What follows belongs to an exercise in optimizing a design on an open flow for small area; a production flow would make more cautious choices.
Where RTL was checked, it was by simulation tests only, not by an equivalence proof against the original.
The clock port is modelled as an ideal driver; clocking choices that lean on that would not hold on a real chip.
Power is estimated from default activity; no workload was simulated.

## job 4220
==> flow/design.v <==
module uart_rx (
    input        clk,
    input        rst_n,
    input        rx,
    output [2:0] label,      
    output reg   hb,
    output       valid       
);
    localparam [3:0] IDLE  = 4'b0000,
                     START = 4'b0001,
                     D0    = 4'b0110,   
                     STOP  = 4'b0111,
                     VALID = 4'b1111;   
    reg [3:0] ph;
    reg       ta;
    reg [2:0] tb;
    reg [4:0] tc;
    wire idle = (ph == IDLE) | (ph == VALID);
    wire data = (ph == D0) | (ph[3] & (ph[2:0] != 3'b111));
    wire term = ta & (&tb) & (&tc);
    assign valid = (ph == VALID);
    assign label = ph[2:0];
    always @(posedge clk or negedge rst_n) begin
        if (!rst_n)
            ph <= IDLE;
        else
            case (ph)
                IDLE, VALID: ph <= rx ? IDLE : START;
                START:   if (term) ph <= rx ? IDLE : D0;
                D0:      if (term) ph <= 4'b1000;
                4'b1110: if (term) ph <= STOP;
                STOP:    if (term) ph <= rx ? VALID : IDLE;
                default: if (term) ph <= ph + 4'd1;
            endcase
    end
    always @(posedge clk) begin
        if (idle) begin
            ta <= 1'b0;
            tb <= 3'b111;
            tc <= 5'b11111;
        end else begin
            ta <= ~ta;
            tb <= {tb[1:0], tb[2] ^ tb[1]};
            tc <= {tc[3:0], tc[4] ^ tc[2]};
        end
        if (data & term)
            hb <= rx;
    end
endmodule
module uart_tx (
    input        clk,
    input        rst_n,
    input        start,      
    input        cap,        
    input        din,
    output [3:0] tph,        
    output reg   frame,
    output reg   tx
);
    reg       ta;
    reg [2:0] tb;
    reg [4:0] tc;
    reg [3:0] ph;            
    reg       nb;
    wire tick = frame & ta & (&tb) & (&tc);
    assign tph = ph;
    always @(posedge clk) begin
        if (!frame) begin
            ta <= 1'b0;
            tb <= 3'b011;
            tc <= 5'b01111;
            ph <= 4'd15;
        end else begin
            ta <= ~ta;
            tb <= {tb[1:0], tb[2] ^ tb[1]};
            tc <= {tc[3:0], tc[4] ^ tc[2]};
            if (tick)
                ph <= ph + 4'd1;
        end
        if (cap)
            nb <= din;
    end
    always @(posedge clk or negedge rst_n) begin
        if (!rst_n) begin
            frame <= 1'b0;
            tx    <= 1'b1;
        end else begin
            if (start)
                frame <= 1'b1;
            else if (tick && ph == 4'd9)
                frame <= 1'b0;
            if (tick)
                tx <= ph[3] ? ~ph[2] : nb;
        end
    end
endmodule
module uart_string_loopback (
    input  wire clk,
    input  wire rst_n,
    input  wire rx,
    output wire tx
);
reg  [255:0] ring;
reg  [7:0]   cnt;
reg  [4:0]   count;          
wire       hb, valid, frame;
wire [2:0] label;
wire [3:0] tph;
wire full   = count == 5'd31;
wire empty  = count == 5'd0;
wire start  = ~frame & ~empty;
wire accept = valid & ~full;
wire sent   = ~frame | (tph != 4'd15 && tph > {1'b0, label});
wire wen    = (cnt == {count + 5'd1, label}) & (~full | sent);
wire din    = wen ? hb : ring[255];
wire cap    = cnt == {5'd0, tph[2:0]};
uart_rx uart_rx_inst (
    .clk(clk),
    .rst_n(rst_n),
    .rx(rx),
    .label(label),
    .hb(hb),
    .valid(valid)
);
uart_tx uart_tx_inst (
    .clk(clk),
    .rst_n(rst_n),
    .start(start),
    .cap(cap),
    .din(din),
    .tph(tph),
    .frame(frame),
    .tx(tx)
);
always @(posedge clk) begin
    ring <= {ring[254:0], din};
    cnt  <= cnt + (start ? 8'd249 : 8'd1);
end
always @(posedge clk or negedge rst_n) begin
    if (!rst_n)
        count <= 5'd0;
    else if (accept && !start)
        count <= count + 5'd1;
    else if (start && !accept)
        count <= count - 5'd1;
end
endmodule
export LEC_CHECK = 0
export CAP_MARGIN = 20
export CORE_MARGIN = 2
export CORE_UTILIZATION = 65
export SLEW_MARGIN = 20
create_clock -name core_clock -period 20.0 [get_ports {clk}]
standard.sh (not shown) runs the stock make flow with config.mk's settings and CLKGATE_MAP_FILE= SYNTH_SCRIPT=/design/flow/synth_recipe.tcl, a recipe that flattens the netlist after the stock synthesis.
==> flow/flow/run.sh <==
#!/bin/bash
# Own layout flow: the standard synthesis, its logic remapped for area (the
# flip-flops untouched), then the standard layout of that netlist. Each tool
# writes its own log here.
set -euo pipefail
W=$PWD
F=$W/flow
LIB=$FLOW_HOME/platforms/sky130hd/lib/sky130_fd_sc_hd__tt_025C_1v80.lib
R=orfs/results/$FLOW_PLATFORM/uart_string_loopback/base

bash standard.sh synth > log_synth.log 2>&1
cp $R/1_2_yosys.v std_synth.v

# remap with each ABC script (in parallel), then take the smallest netlist
# that is proven equal to the standard one; keep the standard netlist if none
python3 $F/mkmap.py $LIB std_synth.v std_map.v > log_mkmap.log 2>&1
NET=$W/std_synth.v
J=0
for a in $F/abc_*.abc; do
  n=$(basename $a .abc)
  RS_LIB=$LIB RS_IN=std_synth.v RS_TOP=$FLOW_TOP RS_MAP=std_map.v RS_ABC=$a \
    RS_OUT=rs_$n.v yosys -c $F/resynth.tcl > log_resynth_$n.log 2>&1 &
  J=$((J+1))
  if (( J % ${NUM_CORES:-4} == 0 )); then wait || true; fi
done
wait || true
for n in $(for l in log_resynth_*.log; do
             a=$(grep "Chip area" $l | tail -1 | awk '{print $NF}')
             [[ -n $a ]] && echo "$a ${l#log_resynth_}"
           done | sort -g | awk '{print $2}'); do
  n=${n%.log}
  if python3 $F/mkmap.py $LIB rs_$n.v rs_${n}_map.v > log_mkmap_$n.log 2>&1 \
     && RS_LIB=$LIB RS_IN=std_synth.v RS_OUT=rs_$n.v RS_TOP=$FLOW_TOP RS_MAP=std_map.v \
       RS_MAP2=rs_${n}_map.v RS_FFMAP=$F/ffmap.v yosys -c $F/equiv.tcl > log_equiv_$n.log 2>&1; then
    NET=$W/rs_$n.v
    break
  fi
done
echo "netlist: $NET"

mv orfs orfs_std
ARGS=("SYNTH_NETLIST_FILES=$NET")
if [[ -f $F/cts_args ]]; then
  ARGS+=("CTS_ARGS=$(cat $F/cts_args)")
fi
if [[ -f $F/make_args ]]; then
  while IFS= read -r line; do
    [[ -n $line ]] && ARGS+=("$line")
  done < $F/make_args
fi
# POST_CTS_TCL: a leaf clock buffer whose flip-flops see a slow clock edge
# gets a larger cell
ARGS+=("POST_CTS_TCL=$F/fixclk.tcl")
bash standard.sh "${ARGS[@]}" finish > log_layout.log 2>&1
test -f out/final.def
Other scripts of this flow, unchanged in this note and not shown: flow/flow/abc_1.abc, flow/flow/abc_2.abc, flow/flow/abc_3.abc, flow/flow/abc_4.abc, flow/flow/abc_5.abc, flow/flow/abc_6.abc, flow/flow/abc_7.abc, flow/flow/abc_8.abc, flow/flow/cts_args, flow/flow/equiv.tcl, flow/flow/ffmap.v, flow/flow/fixclk.tcl, flow/flow/make_args, flow/flow/mkmap.py, flow/flow/resynth.tcl
The following lists how job 6578 was set up differently from job 4220:
Settings: CORE_UTILIZATION now 72, was 65.
Notes after the runs:
Max clock share of power across job 6578 and job 4220: job 4220
Job 4220 leaves less setup margin than job 6578.
Compare job 6578 and job 4220 | number of cells in the finished layout apart from fillers higher: job 4220
Between job 6578 and job 4220, the ratio of total power to cell area does not differ in any meaningful way.
Compared job 6578 against job 4220; synthesis-to-finish area growth within noise.
The sequential share of cell area was comparable across job 6578 and job 4220.
No run of this note included a check of the RTL's function; only the layout flow was run.

uart_string_loopback, a different RTL version from the one above (not shown whole).
For scale: ~450 cells after synthesis, about 4 I/O pins, ~0.0071 mm2 of cells after synthesis.
## uart_string_loopback
module uart_string_loopback (
    input  wire clk,
    input  wire rst_n,
    input  wire rx,
    output wire tx
);
clock: 20.0 ns
lec_check: 0
cap_margin: 20
core_margin: 2
core_utilization: 65
slew_margin: 20
==> flow/flow/run.sh <==
#!/bin/bash
# Own layout flow: the standard synthesis, its logic remapped for area (the
# flip-flops untouched), then the standard layout of that netlist. Each tool
# writes its own log here.
set -euo pipefail
W=$PWD
F=$W/flow
LIB=$FLOW_HOME/platforms/sky130hd/lib/sky130_fd_sc_hd__tt_025C_1v80.lib
R=orfs/results/$FLOW_PLATFORM/uart_string_loopback/base

bash standard.sh synth > log_synth.log 2>&1
cp $R/1_2_yosys.v std_synth.v

# remap with each ABC script (in parallel), then take the smallest netlist
# that is proven equal to the standard one; keep the standard netlist if none
python3 $F/mkmap.py $LIB std_synth.v std_map.v > log_mkmap.log 2>&1
NET=$W/std_synth.v
for a in $F/abc_*.abc; do
  n=$(basename $a .abc)
  RS_LIB=$LIB RS_IN=std_synth.v RS_TOP=$FLOW_TOP RS_MAP=std_map.v RS_ABC=$a \
    RS_OUT=rs_$n.v yosys -c $F/resynth.tcl > log_resynth_$n.log 2>&1 &
done
wait || true
for n in $(for l in log_resynth_*.log; do
             a=$(grep "Chip area" $l | tail -1 | awk '{print $NF}')
             [[ -n $a ]] && echo "$a ${l#log_resynth_}"
           done | sort -g | awk '{print $2}'); do
  n=${n%.log}
  if python3 $F/mkmap.py $LIB rs_$n.v rs_${n}_map.v > log_mkmap_$n.log 2>&1 \
     && RS_LIB=$LIB RS_IN=std_synth.v RS_OUT=rs_$n.v RS_TOP=$FLOW_TOP RS_MAP=std_map.v \
       RS_MAP2=rs_${n}_map.v RS_FFMAP=$F/ffmap.v yosys -c $F/equiv.tcl > log_equiv_$n.log 2>&1; then
    NET=$W/rs_$n.v
    break
  fi
done
echo "netlist: $NET"

mv orfs orfs_std
ARGS=("SYNTH_NETLIST_FILES=$NET")
if [[ -f $F/cts_args ]]; then
  ARGS+=("CTS_ARGS=$(cat $F/cts_args)")
fi
if [[ -f $F/make_args ]]; then
  while IFS= read -r line; do
    [[ -n $line ]] && ARGS+=("$line")
  done < $F/make_args
fi
# POST_CTS_TCL: a leaf clock buffer whose flip-flops see a slow clock edge
# gets a larger cell
ARGS+=("POST_CTS_TCL=$F/fixclk.tcl")
bash standard.sh "${ARGS[@]}" finish > log_layout.log 2>&1
test -f out/final.def
==> flow/flow/cts_args <==
-sink_clustering_enable -repair_clock_nets -dont_use_dummy_load -buf_list sky130_fd_sc_hd__clkbuf_4 -sink_clustering_size 12 -sink_clustering_max_diameter 40
Other scripts of this flow, unchanged in this note and not shown: flow/flow/abc_1.abc, flow/flow/abc_2.abc, flow/flow/abc_3.abc, flow/flow/abc_4.abc, flow/flow/equiv.tcl, flow/flow/ffmap.v, flow/flow/fixclk.tcl, flow/flow/make_args, flow/flow/mkmap.py, flow/flow/resynth.tcl
Then changed:
==> flow/flow/cts_args (replaced) <==
-sink_clustering_enable -repair_clock_nets -dont_use_dummy_load -buf_list {sky130_fd_sc_hd__clkbuf_2 sky130_fd_sc_hd__clkbuf_4} -sink_clustering_size 12 -sink_clustering_max_diameter 40
--- a/flow/config.mk
+++ b/flow/config.mk
@@ -8,4 +8,4 @@
 export CAP_MARGIN = 20
 export CORE_MARGIN = 2
-export CORE_UTILIZATION = 65
+export CORE_UTILIZATION = 72
 export SLEW_MARGIN = 20
Result: Die area drops by roughly a tenth; worst setup slack gets worse by 0.036 ns; area after synthesis does not change; power barely changes.
Then changed:
==> flow/flow/cts_args (replaced) <==
-sink_clustering_enable -repair_clock_nets -dont_use_dummy_load -buf_list sky130_fd_sc_hd__clkbuf_4 -sink_clustering_size 13 -sink_clustering_max_diameter 40
--- a/flow/config.mk
+++ b/flow/config.mk
@@ -8,4 +8,4 @@
 export CAP_MARGIN = 20
 export CORE_MARGIN = 2
-export CORE_UTILIZATION = 72
+export CORE_UTILIZATION = 60
 export SLEW_MARGIN = 20
The new run ran to the end with no violations.
Global-route usage came out lower by 3.6 points.
Wire length fell by 11%.
Core utilization goes down by 12 points.
Clock skew went down by 0.0098 ns.
Non-clock buffer count stays the same.
Cell count rises by 1.6%.
Worst setup slack is about the same.
Then changed:
--- a/flow/config.mk
+++ b/flow/config.mk
@@ -8,4 +8,4 @@
 export CAP_MARGIN = 20
 export CORE_MARGIN = 2
-export CORE_UTILIZATION = 60
+export CORE_UTILIZATION = 72
 export SLEW_MARGIN = 20
=> The changed run finished with timing, DRC and antenna clean; utilization came out higher by 12 points; worst hold slack is better by 0.0085 ns; die area decreases by 16%; power fell by about 1.1%; flip-flop and latch count is unchanged; synthesized area is unchanged; global-route usage grows by 3.9 points.
Then changed:
==> flow/flow/cts_args (replaced) <==
-sink_clustering_enable -repair_clock_nets -dont_use_dummy_load -buf_list sky130_fd_sc_hd__clkbuf_4 -sink_clustering_size 12 -sink_clustering_max_diameter 40
--- a/flow/config.mk
+++ b/flow/config.mk
@@ -8,4 +8,4 @@
 export CAP_MARGIN = 20
 export CORE_MARGIN = 2
-export CORE_UTILIZATION = 72
+export CORE_UTILIZATION = 60
 export SLEW_MARGIN = 20
Outcome: The changed run finished with timing, DRC and antenna clean; synthesized cell count does not change; final area is about the same; first-iteration DRC count went up by about 50%; die area went up by 19%.
Then changed:
==> flow/flow/cts_args (replaced) <==
-sink_clustering_enable -repair_clock_nets -dont_use_dummy_load -buf_list sky130_fd_sc_hd__clkbuf_4 -sink_clustering_size 12 -sink_clustering_max_diameter 46
Result: The new run ran to the end with no violations; via count barely changes; non-clock buffer count does not change; design area does not change; utilization does not change; routed wire length rises by 0.62%.

==> port drivers added, routing unchanged <==
How much do the figures lean on ideal ports? The routed layouts below were timed once more, with nothing changed but the port constraints. Step 1 (the two cells are an assumption about what drives the block):
set clk [get_ports {clk}]
set_driving_cell -lib_cell sky130_fd_sc_hd__clkbuf_16 $clk
set_driving_cell -lib_cell sky130_fd_sc_hd__buf_2 [delete_from_list [all_inputs] $clk]
Step 2 also shifts input and output timing later by t, the mid clock arrival at the registers, as if the neighbouring blocks saw the same clock. Three values: ideal ports, drivers, drivers and shift; two values: the first two.
run | t (ns) | setup WS [ns] | worst hold slack (ns) | slew at the worst register clock pin (ns) | worst data-port slew with drivers (ns)
job 4220 | 0.624 | 14.718 / 14.687 / 15.181 | 0.300 / 0.300 / 0.300 | 0.12 / 0.12 | 0.03
job 6578 | 0.617 | 14.752 / 14.721 / 15.135 | 0.307 / 0.307 / 0.307 | 0.12 / 0.12 | 0.03
the first run of note 2 | 0.607 | 14.774 / 14.742 / 14.950 | 0.308 / 0.308 / 0.308 | 0.11 / 0.11 | 0.03
the second run of note 2 | 0.615 | 14.738 / 14.705 / 14.917 | 0.289 / 0.289 / 0.289 | 0.12 / 0.12 | 0.04
the third run of note 2 | 0.637 | 14.739 / 14.707 / 14.962 | 0.285 / 0.285 / 0.285 | 0.12 / 0.12 | 0.03
the fourth run of note 2 | 0.622 | 14.757 / 14.723 / 14.945 | 0.293 / 0.293 / 0.293 | 0.12 / 0.12 | 0.04
the fifth run of note 2 | 0.628 | 14.773 / 14.742 / 14.982 | 0.286 / 0.286 / 0.286 | 0.12 / 0.12 | 0.03
the sixth run of note 2 | 0.640 | 14.753 / 14.718 / 14.974 | 0.296 / 0.296 / 0.296 | 0.11 / 0.11 | 0.03
After both steps every run listed still meets setup and hold.
